From an optimization exercise on the open Yosys and OpenROAD flow, aimed at small area, a short achievable clock period and few clock cycles; shortcuts taken in it are not production practice. The RTL of this run was laid out without a check of its function. No activity file was given, so power comes from the tool's default toggle rates.

File: flow/design.v
`timescale 1ns / 1ps
module rf_dec (
    input  logic [ 4:0] a,
    output logic [31:1] s
);
    always_comb for (int i = 1; i < 32; i++) s[i] = (a == i);
endmodule
module rf_sel (
    input  logic [31:1]        s,
    input  logic [32*32-1:32]  d,
    output logic [31:0]        r
);
    always_comb begin
        r = 32'b0;
        for (int i = 1; i < 32; i++) r = r | ({32{s[i]}} & d[32*i+:32]);
    end
endmodule
`timescale 1ns / 1ps
module RV32I_Core (
    input  logic        clk,
    input  logic        reset,
    input  logic [31:0] instrCode,
    output logic [31:0] instrMemAddr,
    output logic        dataWe,
    output logic [31:0] dataAddr,
    output logic [31:0] dataWData,
    input  logic [31:0] dataRData,
    output logic        transfer,
    input  logic        ready
);
    logic [31:0] pc_f;
    logic        v_e;
    logic [31:0] a_e, b_e, c_e;   
    logic [ 4:0] rd_e;
    logic        we_e, ld_e, st_e, br_e, pred_e, jalr_e;
    logic        sub_e, uns_e, s_add_e, s_slt_e, s_xor_e, s_or_e, s_and_e, s_sh_e;
    logic        shl_e, sha_e;
    logic [ 2:0] f3_e;
    logic        pend;   
    wire [31:0] a = a_e;
    wire [31:0] b = b_e;
    wire [32:0] sum33 = {1'b0, a} + {1'b0, b ^ {32{sub_e}}} + {32'b0, sub_e};
    wire [31:0] sum = sum33[31:0];
    wire [31:0] x = a ^ b;
    wire        eq = (x == 32'b0);
    wire        lt = (a[31] ^ b[31]) ? (uns_e ? b[31] : a[31]) : sum[31];
    logic [31:0] a_rev, sh_r, sh_rev;
    always_comb for (int i = 0; i < 32; i++) a_rev[i] = a[31-i];
    wire [31:0] sh_in = shl_e ? a_rev : a;
    wire [32:0] sh_ext = {sha_e & a[31], sh_in};
    assign sh_r = 32'($signed(sh_ext) >>> b[4:0]);
    always_comb for (int i = 0; i < 32; i++) sh_rev[i] = sh_r[31-i];
    wire        sh_zero = ~sha_e & (b[31:5] != 27'b0);
    wire [31:0] sh = sh_zero ? 32'b0 : (shl_e ? sh_rev : sh_r);
    wire [31:0] alu = ({32{s_add_e}} & sum) | ({32{s_xor_e}} & x) | ({32{s_or_e}} & (a | b))
                    | ({32{s_and_e}} & (a & b)) | ({32{s_sh_e}} & sh) | {31'b0, s_slt_e & lt}
                    | ({32{jalr_e}} & pc_f);   
    logic cond;
    always_comb begin
        case ({f3_e[2], f3_e[0]})
            2'b00: cond = eq;
            2'b01: cond = ~eq;
            2'b10: cond = lt;
            default: cond = ~lt;
        endcase
    end
    wire        redirect = v_e & (jalr_e | (br_e & (cond ^ pred_e)));
    wire [31:0] raddr = jalr_e ? sum : c_e;
    wire mem_e = v_e & (ld_e | st_e);
    assign transfer  = pend | mem_e;
    assign dataWe    = st_e;
    assign dataAddr  = sum;
    assign dataWData = c_e;
    wire stall = mem_e & (pend | (ld_e & ~ready));
    wire        wb_en = v_e & we_e & (~ld_e | (ready & ~pend));
    wire [31:0] wb_data = ld_e ? dataRData : alu;
    logic [32*32-1:32] rf;   
    always_ff @(posedge clk) begin
        for (int i = 1; i < 32; i++) if (wb_en && rd_e == i) rf[32*i+:32] <= wb_data;
    end
    assign instrMemAddr = pc_f;
    wire [6:0] op = instrCode[6:0];
    wire [2:0] f3 = instrCode[14:12];
    wire [4:0] rs1 = instrCode[19:15];
    wire [4:0] rs2 = instrCode[24:20];
    wire [4:0] rd = instrCode[11:7];
    wire is_r  = ~op[6] & op[5] & op[4] & ~op[2];
    wire is_i  = ~op[6] & ~op[5] & op[4] & ~op[2];
    wire is_l  = ~op[6] & ~op[5] & ~op[4] & ~op[2];
    wire is_s  = ~op[6] & op[5] & ~op[4] & ~op[2];
    wire is_b  = op[6] & ~op[2];
    wire is_lu = ~op[6] & op[5] & op[2];
    wire is_au = ~op[6] & ~op[5] & op[2];
    wire is_j  = op[6] & op[3];
    wire is_jl = op[6] & op[2] & ~op[3];
    logic [31:0] imm;
    always_comb begin
        imm = {{20{instrCode[31]}}, instrCode[31:20]};   
        if (is_i & (f3 == 3'b011)) imm = {20'b0, instrCode[31:20]};   
        if (is_s) imm = {{20{instrCode[31]}}, instrCode[31:25], instrCode[11:7]};
        if (is_lu | is_au) imm = {instrCode[31:12], 12'b0};
    end
    wire        pred = is_j | (is_b & instrCode[31]);
    wire [31:0] pc4_f = pc_f + 32'd4;
    wire [31:0] imm_bj = op[3] ? {{12{instrCode[31]}}, instrCode[19:12], instrCode[20], instrCode[30:21], 1'b0}
                               : {{20{instrCode[31]}}, instrCode[7], instrCode[30:25], instrCode[11:8], 1'b0};
    wire [31:0] tgt_f = pc_f + imm_bj;
    logic [31:1] sel1, sel2;
    logic [31:0] rd1_raw, rd2_raw;
    rf_dec u_dec1 (.a(rs1), .s(sel1));
    rf_dec u_dec2 (.a(rs2), .s(sel2));
    rf_sel u_sel1 (.s(sel1), .d(rf), .r(rd1_raw));
    rf_sel u_sel2 (.s(sel2), .d(rf), .r(rd2_raw));
    wire        fwd1 = wb_en & (rd_e == rs1);
    wire        fwd2 = wb_en & (rd_e == rs2);
    wire [31:0] rd1 = fwd1 ? wb_data : rd1_raw;
    wire [31:0] rd2 = fwd2 ? wb_data : rd2_raw;
    always_ff @(posedge clk, posedge reset) begin
        if (reset) begin
            pc_f <= 32'b0;
            v_e  <= 1'b0;
            pend <= 1'b0;
        end else begin
            pend <= (pend | (v_e & st_e)) & ~ready;
            if (~stall) begin
                pc_f <= redirect ? raddr : (pred ? tgt_f : pc4_f);
                v_e  <= ~redirect;
            end
        end
    end
    always_ff @(posedge clk) begin
        if (~stall) begin
            a_e <= (is_lu | is_j) ? 32'b0 : (is_au ? pc_f : rd1);
            b_e <= (is_r | is_b) ? rd2 : (is_j ? pc4_f : imm);
            c_e <= is_s ? rd2 : (pred ? pc4_f : tgt_f);
            rd_e <= (is_s | is_b) ? 5'd0 : rd;
            we_e <= ~(is_s | is_b) & (rd != 5'd0);
            ld_e <= is_l;
            st_e <= is_s;
            br_e <= is_b;
            pred_e <= pred;
            jalr_e <= is_jl;
            sub_e <= is_b | ((is_r | is_i) & (f3[2:1] == 2'b01)) | (is_r & (f3 == 3'b000) & instrCode[30]);
            uns_e <= is_b ? f3[1] : f3[0];
            s_add_e <= ((is_r | is_i) & (f3 == 3'b000)) | ~(is_r | is_i | is_jl);
            s_slt_e <= (is_r | is_i) & (f3[2:1] == 2'b01);
            s_xor_e <= (is_r | is_i) & (f3 == 3'b100);
            s_or_e <= (is_r | is_i) & (f3 == 3'b110);
            s_and_e <= (is_r | is_i) & (f3 == 3'b111);
            s_sh_e <= (is_r | is_i) & (f3[1:0] == 2'b01);
            shl_e <= ~f3[2];
            sha_e <= instrCode[30] & f3[2];
            f3_e <= f3;
        end
    end
endmodule
File: flow/run.sh
#!/bin/bash
# synth_recipe.tcl (not shown) runs the flow's synth.tcl, then flattens the netlist and writes it again
# the make line also repeats each setting of config.mk as NAME=value (left out here)
make -C /OpenROAD-flow-scripts/flow DESIGN_CONFIG=/design/flow/config.mk WORK_HOME=/design/flow/orfs CLKGATE_MAP_FILE= SYNTH_SCRIPT=/design/flow/synth_recipe.tcl finish
File: flow/config.mk
export PLATFORM = sky130hd
export DESIGN_NAME = RV32I_Core
export DESIGN_NICKNAME = RV32I_Core
export VERILOG_FILES = /design/flow/design.v
export SDC_FILE = /design/flow/constraint.sdc
export NUM_CORES = 4
export LEC_CHECK = 0
export CAP_MARGIN = 20
export CORE_MARGIN = 2
export CORE_UTILIZATION = 50
export SETUP_SLACK_MARGIN = 4.0
export SLEW_MARGIN = 20
export SYNTH_HIERARCHICAL = 1
File: flow/constraint.sdc
create_clock -name core_clock -period 8.0 [get_ports {clk}]
set_input_delay 1.6000 -clock core_clock [delete_from_list [all_inputs] [get_ports {clk}]]
set_output_delay 1.6000 -clock core_clock [all_outputs]
set_load 0.01 [all_outputs]
==> results.yml <==
timing:
  totalNegativeSetupSlack_ns: 0
  max-slew-margin-rel_pct: 32.5
  fin_skew_ns: 0.0455
  rsz0062_at_grt: "yes"
  hold_viol: 0
  finalSetupViolations: 0
  fin_crit_ns: 5.55
  worst_slew_pin_slew_ns: 1.01
  slew_violations: 0
  min_period_over_period_pct: 69.3
  fmax_mhz: 180
clock_network:
  cts.sinks: 1145
  cts.reportedPaths.clkPinSlew_ns: 0.07
  clock_path_buffers: 3
  cts_tree: "done"
  clkLatencyLatePin_ns: 0.79
  cts_buffers: 118
  cts_root_buf: "clkbuf_16"
  h-tree-depth: 3
logic_synthesis:
  yosys_register_bits: 1145
  synth_area_leaders: "edfxtp_1 57%, a22oi_1 9.8%, ha_1 2.7%"
  syn-num-nets: 4900
  synth_fa_ha_area_share_pct: 2.72
  yosys.area.top_type: "edfxtp_1"
  synth-simple-area-share_pct: 8.56
  syn_area_per_cell_um2: 12.5
  synthXorXnorAreaFrac_pct: 1.87
  synth_top_family_by_area: "compound AO/OA/AOI/OAI gates"
  synth-edff-count: 1111
  synth_top_area_share_pct: 56.6
  async_flop_share_pct: 2.97
  muxShareOfSynthArea_pct: 4.70
  yosysWarnings: 9
  synth_area_mm2: 0.0589
  synthDistinctLibCells: 88
  yosys_most_used_dff: "edfxtp_1"
  seq_area_frac_synth_pct: 58.1
  synth_compound_area_share_pct: 20.6
  syn_inst: 4706
global_routing:
  grt_pass1_vias: 46600
  grt_util_all_layers_pct: 45.2
  antenna_found_initial: 56
  grt_max_degree: 72
  grt_overflow: 0
  grt_pass1_wl_mm: 376
layout:
  final_common_cell: "edfxtp_1"
  drive_gt1_share_pct: 27.5
  final_cell_mix: "1111 x edfxtp_1, 760 x a22oi_1, 414 x buf_4"
  fin_cells: 6893
  area.growth.synth_to_final_pct: 27.3
  layout.nets: 5437
power:
  p_leak_nw: 25.8
  power.density_mw_per_mm2: 385
  vdd.ir_drop.worst_v: 0.000331
  power_mw: 28.9
worst_setup_path:
  crit_path_top_delay_cell: "edfxtp_1"
  crit_path_cell_trace: "xor2_1 -> ha_4 -> nand4_1 -> nor2_1 -> o211ai_1 -> buf_4 -> a211o_4 -> buf_4 -> a21o_4 -> a211oi_4 -> buf_2"
  crit_fanout: 5
  crit_type: "reg -> out"
  worstPathRequired_ns: 6.40
  crit_top_cell: "buf_4"
  worstPathArrival_ns: 3.95
  start_kind: "register"
  max_stage_delay_ns: 0.79
  cp-end-kind: "output port"
routing:
  wl_per_cell_um: 41.6
  ant_nets: 0
  drc: 0
  first_pass_iters: 10
  drt-total-wl_mm: 287
  vias: 51900
  initialDrtViolationCount: 9772
  via_per_inst: 7.53
run_status:
  status: "timing/DRC/antenna clean"
flow_run:
  maxCapViolations: 0
die:
  io_pins: 165
  num_rows: 125
  die_x_um: 347
  core_mm2: 0.117
  die_h_um: 347
  dieArea_mm2: 0.121
  initial_core_util_pct: 50.6
place:
  dp.cells: 6266
  hpwl_mm: 172
  gp_congestion: 1.11
  portBuffers: 162
worst_hold_path:
  hold_path.class: "reg -> reg"
-- cells by family (layout without fill, tap and decap cells) --
family                   after synthesis  in the layout
AO/OA/AOI/OAI                       1605           1614
flip-flops                          1145           1145
XOR/XNOR                             126            126
multiplexers                         211            211
AND/OR/NAND/NOR                     1008           1009
other                                  0             25
adder cells (fa/ha/maj)              127            127
buffers and inverters                484           1112
-- power by group --
group | switching, mW | internal [mW]
Clock | 2.49 | 3.08
Combinational | 8.73 | 5.46
Sequential | 0.665 | 8.48
-- worst paths after layout --
check | startpoint | end | slack (ns) | cells after the start
max reg2reg | b_e[0]$_DFFE_PN_ | c_e[28]$_DFFE_PN_ | 3.54 | 14
max in group asynchronous | reset | pc_f[2]$_DFFE_PP0N_ | 6.31 | 3
min reg2reg | pend$_DFF_PP0_ | pend$_DFF_PP0_ | 0.55 | 2
min | pend$_DFF_PP0_ | pend$_DFF_PP0_ | 0.55 | 2
min in group asynchronous | reset | pc_f[27]$_DFFE_PP0N_ | 1.28 | 3
max | b_e[9]$_DFFE_PN_ | dataAddr[29] | 2.45 | 11
-- sequential cells by signal (all words and copies together), names as in the netlist, 2 cells and up --
| name | cells |
|---|---|
| rf | 992 |
| a_e | 32 |
| b_e | 32 |
| c_e | 32 |
| pc_f | 32 |
| rd_e | 5 |
| f3_e | 2 |
-- routing by layer --
metal	GRT usage (%)	part of all wire, %	vias to the layer above
li1	-	-	20400
met1	54.3	33	25700
met2	65.5	42	4625
met3	16.1	15	1161
met4	37.0	10	32
met5	0	0.076	-
-- metrics by stage --
stage | instance area, um^2 | hold slack, ns | setup WS, ns | utilization (%)
detailed placement | 63700 | 0.523 | 2.05 | 54.7
finish | 75000 | 0.546 | 2.45 | 64.4
floorplan | 59500 | 0.485 | 3.49 | -
global route | 74900 | 0.597 | 2.41 | 64.3
CTS | 72500 | 0.546 | 2.46 | 62.3
global placement | 63700 | 0.512 | 2.06 | 54.7
-- Yosys stat by module (local to each module, per instance) --
module / times used / cells / flops+latches / cell area, um^2
rf_dec: 2 / 46 / 0 / 218
RV32I_Core: 1 / 3148 / 1145 / 47800
rf_sel: 2 / 733 / 0 / 5340
-- final cells by class --
cell class	count	area, um^2
fill	8762	41500
sequential	1145	34200
multi-input combinational	3087	26600
timing repair buffer	754	7780
clock buffer	142	3040
tap	1524	1910
clock inverter	79	797
inverter	136	531
antenna	25	62.6
timing repair inverter	1	7.51
-- Yosys cell counts (all sizes together), types with 5 or more instances --
| library cell | count |
|---|---|
| nand3 | 170 |
| a2bb2oi | 5 |
| or2 | 6 |
| o221a | 6 |
| a221oi | 91 |
| mux2i | 132 |
| xnor2 | 59 |
| mux2 | 31 |
| o211ai | 27 |
| a21o | 27 |
| a211oi | 60 |
| a221o | 10 |
| a22o | 65 |
| o21ai | 116 |
| clkbuf | 282 |
| o2111ai | 14 |
| nand3b | 7 |
| and2 | 18 |
| xor2 | 67 |
| mux4 | 48 |
| nor3 | 23 |
| or4 | 67 |
| nand4 | 143 |
| a21oi | 217 |
| inv | 135 |
| a222oi | 96 |
| or3b | 6 |
| nor2 | 245 |
| buf | 64 |
| and3 | 14 |
| dfrtp | 34 |
| edfxtp | 1111 |
| nor2b | 16 |
| nand2b | 31 |
| a31oi | 15 |
| o21a | 18 |
| o22ai | 7 |
| nor4 | 17 |
| nand2 | 226 |
| a22oi | 771 |
| o31ai | 15 |
| ha | 125 |
| o311ai | 6 |
| or3 | 9 |
| o21bai | 5 |
-- worst max-delay path, delay by kind of cell, from the launching register on --
| kind | cells | cell delay [ns] |
|---|---|---|
| AO/OA/AOI/OAI | 4 | 0.97 |
| flip-flops | 1 | 0.79 |
| buffers and inverters | 3 | 0.51 |
| adder cells (fa/ha/maj) | 1 | 0.38 |
| AND/OR/NAND/NOR | 2 | 0.29 |
| XOR/XNOR | 1 | 0.21 |
-- timing repair --
item | 4_1_cts | 5_1_grt
cloned | 24 | 16
setup endpoints to repair | 1439 | 912
gates resized for setup | 695 | 261
pin swaps | 152 | 105
hold buffers | 0 | 0
buffers inserted | 227 | 114

==> afterwards: timing with drivers on the ports <==
How much do the figures lean on ideal ports? The routed layout below was timed once more, with nothing changed but the port constraints. Step 1 (the two cells are an assumption about what drives the block):
set clk [get_ports {clk}]
set_driving_cell -lib_cell sky130_fd_sc_hd__clkbuf_16 $clk
set_driving_cell -lib_cell sky130_fd_sc_hd__buf_2 [delete_from_list [all_inputs] $clk]
Step 2 times the ports against the registers' clock, not the clock port: input delays grow and output delays shrink by t, the midpoint of the rising clock arrivals with the driver on. a / b / c = no drivers / after step 1 / after step 2; a / b = the first two.
t, ns: 0.844
slack for setup (ns): 2.452 / 2.378 / 2.908
worst setup path at the end: input to register
worst register clock-pin slew, ns: 0.07 / 0.07
cell pins on the clock port's net: 1
After both steps this run still meets setup and hold. The setup slack of this run moves by -0.074 ns with the drivers and by +0.456 ns with both steps.
